This design comes from an exercise in tuning for small area, a short achievable clock period and few clock cycles on the open sky130 flow, not from production work.
Function was checked by simulation only, so behaviour that the tests miss may differ from the original.
Power figures rest on the tool's default switching activity, not on a simulated workload.

== xenon ==
==> module fifo, before the edit <==
module fifo(clk, rst, din, dval, pop, h, hv, req);
  input clk, rst, dval, pop;
  input [8:0] din;
  output reg [8:0] h;    
  output reg hv;         
  output reg [3:0] req;  
  reg [8:0] mem [0:14];
  reg [3:0] rp, wp;      
  reg hd;                
  reg empty, full;       
  wire take = ~hv | pop;
  wire fromm = take & ~empty;
  wire byp = take & empty & dval;
  wire wr = dval & ~byp;
  function [3:0] nx;
    input [3:0] p;
    nx = {p[2:0], p[3] ^ p[2]};
  endfunction
  function [3:0] st;
    input integer k;
    integer n;
    reg [3:0] p;
    begin
      p = 4'b0001;
      for (n = 0; n < k; n = n + 1) p = nx(p);
      st = p;
    end
  endfunction
  function [3:0] dec;
    input [1:0] d;
    dec = 4'b0001 << d;
  endfunction
  reg [8:0] rd;
  integer k;
  always @* begin
    rd = mem[0];
    for (k = 1; k < 15; k = k + 1)
      if (rp == st(k)) rd = mem[k];
  end
  wire [3:0] rq_pop = (~hd & h[8]) ? (empty ? (dval ? dec(din[1:0]) : 4'b0000) : dec(rd[1:0])) : 4'b0000;
  wire [3:0] rq_idle = (hd & dval) ? dec(din[1:0]) : 4'b0000;
  always @(posedge clk) begin
    for (k = 0; k < 15; k = k + 1)
      if (!full && wp == st(k)) mem[k] <= din;
    if (fromm) h <= rd;
    else if (byp) h <= din;
    if (rst) begin
      rp <= 4'b0001;
      wp <= 4'b0001;
      empty <= 1'b1;
      full <= 1'b0;
      hv <= 1'b0;
      hd <= 1'b1;
      req <= 4'b0000;
    end else begin
      if (wr) wp <= nx(wp);
      if (fromm) rp <= nx(rp);
      if (wr & ~fromm) begin
        empty <= 1'b0;
        full <= (nx(wp) == rp);
      end else if (fromm & ~wr) begin
        empty <= (nx(rp) == wp);
        full <= 1'b0;
      end
      hv <= (hv & ~pop) | ~empty | dval;
      if (pop) begin
        hd <= ~hd & h[8];
        req <= rq_pop;
      end else if (!hv) begin
        req <= rq_idle;
      end
    end
  end
endmodule
export LEC_CHECK = 0
export CAP_MARGIN = 20
export CORE_MARGIN = 2
export CORE_UTILIZATION = 40
export PLACE_DENSITY = 0.6
export SETUP_SLACK_MARGIN = 3.6
export SLEW_MARGIN = 20
create_clock -name core_clock -period 6.0 [get_ports {clk}]
run.sh (not shown) runs the stock make flow with config.mk's settings and CLKGATE_MAP_FILE= SYNTH_SCRIPT=/design/flow/synth_recipe.tcl, a recipe that flattens the netlist after the stock synthesis.
Testbench counts of xenon, summed over its fixed seeds: cycles 2,639.
#### Input delta (quartz over xenon)
diff --git a/flow/design.v b/flow/design.v
--- a/flow/design.v
+++ b/flow/design.v
@@ -92,15 +92,5 @@
   function [3:0] nx;
     input [3:0] p;
-    nx = {p[2:0], p[3] ^ p[2]};
-  endfunction
-  function [3:0] st;
-    input integer k;
-    integer n;
-    reg [3:0] p;
-    begin
-      p = 4'b0001;
-      for (n = 0; n < k; n = n + 1) p = nx(p);
-      st = p;
-    end
+    nx = (p == 4'd14) ? 4'd0 : p + 4'd1;
   endfunction
   function [3:0] dec;
@@ -108,21 +98,16 @@
     dec = 4'b0001 << d;
   endfunction
-  reg [8:0] rd;
+  wire [8:0] rd = mem[rp];
   integer k;
-  always @* begin
-    rd = mem[0];
-    for (k = 1; k < 15; k = k + 1)
-      if (rp == st(k)) rd = mem[k];
-  end
   wire [3:0] rq_pop = (~hd & h[8]) ? (empty ? (dval ? dec(din[1:0]) : 4'b0000) : dec(rd[1:0])) : 4'b0000;
   wire [3:0] rq_idle = (hd & dval) ? dec(din[1:0]) : 4'b0000;
   always @(posedge clk) begin
     for (k = 0; k < 15; k = k + 1)
-      if (!full && wp == st(k)) mem[k] <= din;
+      if (!full && wp == k) mem[k] <= din;
     if (fromm) h <= rd;
     else if (byp) h <= din;
     if (rst) begin
-      rp <= 4'b0001;
-      wp <= 4'b0001;
+      rp <= 4'd0;
+      wp <= 4'd0;
       empty <= 1'b1;
       full <= 1'b0;
Results
- Diff xenon and quartz: total number of nets in the final design lower in quartz
- Diff xenon and quartz: share of final-layout standard cells stronger than drive strength 1 lower in quartz
- Delta (quartz minus xenon): non-clock buffer count saw a decrease, synthesis-to-finish area growth saw a decrease, share of power burned in the clock network saw an increase, post-route core utilization saw a decrease, met3 track demand over resource in global routing saw an increase.
- Summary of quartz over xenon: design area has decreased; number of global-route vias before repair went down by 160.
Testbench counts of quartz, summed over its fixed seeds: cycles 2,639.

========
Another version of the RTL of sw (not shown whole).
Size: ~2000 cells after synthesis, ~30000 µm² of cells after synthesis.
==> module sw, before the edit <==
module sw(i0, i1, i2, i3, o0, o1, o2, o3, clk, rst);
  input clk, rst;
  input [9:0] i0, i1, i2, i3;
  output [9:0] o0, o1, o2, o3;
  wire [9:0] in [0:3];
  assign in[0] = i0; assign in[1] = i1; assign in[2] = i2; assign in[3] = i3;
  wire [8:0] f [0:3];      
  wire [3:0] av;           
  wire [3:0] rq [0:3];     
  wire [3:0] hd;           
  wire [3:0] pop;
  reg  [3:0] busy;         
  reg  [3:0] own [0:3];    
  reg  [9:0] ob [0:3];     
  wire [3:0] req [0:3];    
  wire [3:0] gnt [0:3];
  wire [3:0] sel [0:3];    
  wire [3:0] gin;          
  genvar i, j;
  generate
    for (i = 0; i < 4; i = i + 1) begin : g_in
      fifo q(.clk(clk), .rst(rst), .din({in[i][9], in[i][7:0]}),
             .dval(in[i][9] | in[i][8]), .pop(pop[i]), .h(f[i]), .hv(av[i]), .hd(hd[i]), .req(rq[i]));
      assign gin[i] = gnt[0][i] | gnt[1][i] | gnt[2][i] | gnt[3][i];
      assign pop[i] = (~hd[i] & av[i]) | gin[i];
    end
    for (j = 0; j < 4; j = j + 1) begin : g_out
      for (i = 0; i < 4; i = i + 1) begin : g_r
        assign req[j][i] = rq[i][j];
        assign sel[j][i] = busy[j] ? (own[j][i] & av[i]) : gnt[j][i];
      end
      arb a(.clk(clk), .rst(rst), .req(req[j]), .busy(busy[j]), .gnt(gnt[j]));
    end
  endgenerate
  function [9:0] pick;
    input [3:0] s;
    input [8:0] f0, f1, f2, f3;
    input [3:0] h;
    begin
      pick = ({10{s[0]}} & {f0[8], ~h[0], f0[7:0]}) |
             ({10{s[1]}} & {f1[8], ~h[1], f1[7:0]}) |
             ({10{s[2]}} & {f2[8], ~h[2], f2[7:0]}) |
             ({10{s[3]}} & {f3[8], ~h[3], f3[7:0]});
    end
  endfunction
  wire [3:0] tl = av & {f[3][8], f[2][8], f[1][8], f[0][8]};
  integer k, n;
  always @(posedge clk) begin
    for (k = 0; k < 4; k = k + 1)
      ob[k] <= pick(sel[k], f[0], f[1], f[2], f[3], hd);
    if (rst) begin
      busy <= 4'b0000;
      for (k = 0; k < 4; k = k + 1) begin
        ob[k][9:8] <= 2'b00;
      end
    end else begin
      for (k = 0; k < 4; k = k + 1) begin
        busy[k] <= busy[k] ? ~|(own[k] & tl) : |req[k];
        if (!busy[k]) own[k] <= gnt[k];
      end
    end
  end
  assign o0 = ob[0];
  assign o1 = ob[1];
  assign o2 = ob[2];
  assign o3 = ob[3];
endmodule
==> module fifo, before the edit <==
module fifo(clk, rst, din, dval, pop, h, hv, hd, req);
  input clk, rst, dval, pop;
  input [8:0] din;
  output reg [8:0] h;    
  output reg hv;         
  output reg [3:0] req;  
  reg [15*9-1:0] mem;    
  reg [3:0] rp, wp;      
  output reg hd;         
  reg empty;             
  function [3:0] dec;
    input [1:0] d;
    dec = {d == 2'd3, d == 2'd2, d == 2'd1, d == 2'd0};
  endfunction
  wire [8:0] rd = mem[9*rp +: 9];
  wire [3:0] rpn, wpn;           
  inc15 ir(.p(rp), .n(rpn));
  inc15 iw(.p(wp), .n(wpn));
  wire e_rd = (rpn == wp);       
  wire take = ~hv | pop;         
  wire fromm = take & ~empty;    
  wire byp = take & empty & dval;  
  wire wr = dval & ~byp;         
  wire [3:0] rq_rd = dec(rd[1:0]);
  wire [3:0] rq_in = dval ? dec(din[1:0]) : 4'b0000;
  wire tl = ~hd & h[8];          
  integer k;
  always @(posedge clk) begin
    for (k = 0; k < 15; k = k + 1)
      if (dval && wp == k) mem[9*k +: 9] <= din;
    if (take) h <= empty ? din : rd;
    if (rst) begin
      rp <= 4'd0;
      wp <= 4'd0;
      empty <= 1'b1;
      hv <= 1'b0;
      hd <= 1'b1;
      req <= 4'b0000;
    end else begin
      if (wr) wp <= wpn;
      if (fromm) rp <= rpn;
      empty <= fromm ? (wr ? empty : e_rd) : (wr ? 1'b0 : empty);
      hv <= ~take | ~empty | dval;
      if (pop) hd <= tl;
      if (pop) req <= tl ? (empty ? rq_in : rq_rd) : 4'b0000;
      else if (!hv) req <= hd ? rq_in : 4'b0000;
    end
  end
endmodule
export LEC_CHECK = 0
export CAP_MARGIN = 20
export CORE_MARGIN = 2
export CORE_UTILIZATION = 40
export CTS_CLUSTER_DIAMETER = 80
export CTS_CLUSTER_SIZE = 24
export PLACE_DENSITY = 0.6
export SETUP_SLACK_MARGIN = 3.6
export SLEW_MARGIN = 20
create_clock -name core_clock -period 6.0 [get_ports {clk}]
standard.sh (not shown) runs the stock make flow with config.mk's settings and CLKGATE_MAP_FILE= SYNTH_SCRIPT=/design/flow/synth_recipe.tcl, a recipe that flattens the netlist after the stock synthesis.
==> flow/flow/run.sh <==
#!/bin/bash
# Standard ORFS layout, with plain buffers (buf_4) on the ports instead of the
# delay-cell buffers buffer_ports picks by default.
set -euo pipefail
export BUFFER_PORTS_ARGS="-buffer_cell sky130_fd_sc_hd__buf_4"
bash standard.sh finish > orfs_make.log 2>&1
Testbench counts at the start, summed over its fixed seeds: cycles 2,639.
Then changed:
--- a/flow/design.v
+++ b/flow/design.v
@@ -8,5 +8,6 @@
   wire [3:0] av;           
   wire [3:0] rq [0:3];     
-  wire [3:0] hd;           
+  reg  [3:0] hd;           
+  reg  [3:0] str;          
   wire [3:0] pop;
   reg  [3:0] busy;         
@@ -21,7 +22,7 @@
     for (i = 0; i < 4; i = i + 1) begin : g_in
       fifo q(.clk(clk), .rst(rst), .din({in[i][9], in[i][7:0]}),
-             .dval(in[i][9] | in[i][8]), .pop(pop[i]), .h(f[i]), .hv(av[i]), .hd(hd[i]), .req(rq[i]));
+             .dval(in[i][9] | in[i][8]), .pop(pop[i]), .h(f[i]), .hv(av[i]), .req(rq[i]));
       assign gin[i] = gnt[0][i] | gnt[1][i] | gnt[2][i] | gnt[3][i];
-      assign pop[i] = (~hd[i] & av[i]) | gin[i];
+      assign pop[i] = (str[i] & av[i]) | gin[i];
     end
     for (j = 0; j < 4; j = j + 1) begin : g_out
@@ -48,6 +49,7 @@
   always @(posedge clk) begin
     for (k = 0; k < 4; k = k + 1)
-      ob[k] <= pick(sel[k], f[0], f[1], f[2], f[3], hd);
+      ob[k] <= pick(sel[k], f[0], f[1], f[2], f[3], str ^ 4'b1111);
     if (rst) begin
+      str <= 4'b0000;
       busy <= 4'b0000;
       for (k = 0; k < 4; k = k + 1) begin
@@ -55,4 +57,5 @@
       end
     end else begin
+      str <= (str & ~tl) | gin;
       for (k = 0; k < 4; k = k + 1) begin
         busy[k] <= busy[k] ? ~|(own[k] & tl) : |req[k];
@@ -66,5 +69,5 @@
   assign o3 = ob[3];
 endmodule
-module fifo(clk, rst, din, dval, pop, h, hv, hd, req);
+module fifo(clk, rst, din, dval, pop, h, hv, req);
   input clk, rst, dval, pop;
   input [8:0] din;
@@ -74,6 +77,6 @@
   reg [15*9-1:0] mem;    
   reg [3:0] rp, wp;      
-  output reg hd;         
-  reg empty;             
+  reg hd;                
+  reg empty, full;       
   function [3:0] dec;
     input [1:0] d;
@@ -85,4 +88,5 @@
   inc15 iw(.p(wp), .n(wpn));
   wire e_rd = (rpn == wp);       
+  wire f_wr = (wpn == rp);       
   wire take = ~hv | pop;         
   wire fromm = take & ~empty;    
@@ -95,5 +99,5 @@
   always @(posedge clk) begin
     for (k = 0; k < 15; k = k + 1)
-      if (dval && wp == k) mem[9*k +: 9] <= din;
+      if (!full && wp == k) mem[9*k +: 9] <= din;
     if (take) h <= empty ? din : rd;
     if (rst) begin
@@ -101,4 +105,5 @@
       wp <= 4'd0;
       empty <= 1'b1;
+      full <= 1'b0;
       hv <= 1'b0;
       hd <= 1'b1;
@@ -108,4 +113,5 @@
       if (fromm) rp <= rpn;
       empty <= fromm ? (wr ? empty : e_rd) : (wr ? 1'b0 : empty);
+      full <= wr ? (fromm ? full : f_wr) : (fromm ? 1'b0 : full);
       hv <= ~take | ~empty | dval;
       if (pop) hd <= tl;
Effect: Sequential share of layout area goes down by 1.4 points; sequential cell count increases by 8; power rises by a little under a tenth; synthesized area increases by a few percent; critical path depth goes down by 3; clock-buffer cell count came out lower by 2; wire length went up by a few percent.
Testbench counts after the change, summed over its fixed seeds: cycles 2,639.

==> afterwards: timing with drivers on the ports <==
The flow's constraints put no driver on any port. The routed layouts listed below were extracted and timed again, unchanged, in two steps. Step 1 assumes that a clkbuf_16 drives the clock port and a buf_2 every other input. Step 2 also shifts input and output timing later by t, the mid clock arrival at the registers, as if the neighbouring blocks saw the same clock. Three values: no drivers, after step 1, after step 2; two values: the first two.
run | t, ns | slack for setup (ns) | hold WS [ns] | clock arrival spread, ns
xenon | 0.667 | 3.481 / 3.481 / 2.848 | 0.517 / 0.517 / 0.517 | 0.027 / 0.027
quartz | 0.679 | 3.454 / 3.454 / 2.834 | 0.466 / 0.466 / 0.466 | 0.035 / 0.036
the first run of note 2 | 0.643 | 3.549 / 3.587 / 2.945 | 0.476 / 0.476 / 0.476 | 0.017 / 0.017
the second run of note 2 | 0.637 | 3.674 / 3.673 / 3.036 | 0.464 / 0.464 / 0.464 | 0.036 / 0.036
After both steps every run listed still meets setup and hold. For the second run of note 2, which loses most, drivers alone change the setup slack by -0.001 ns; drivers and shift together by -0.638 ns.
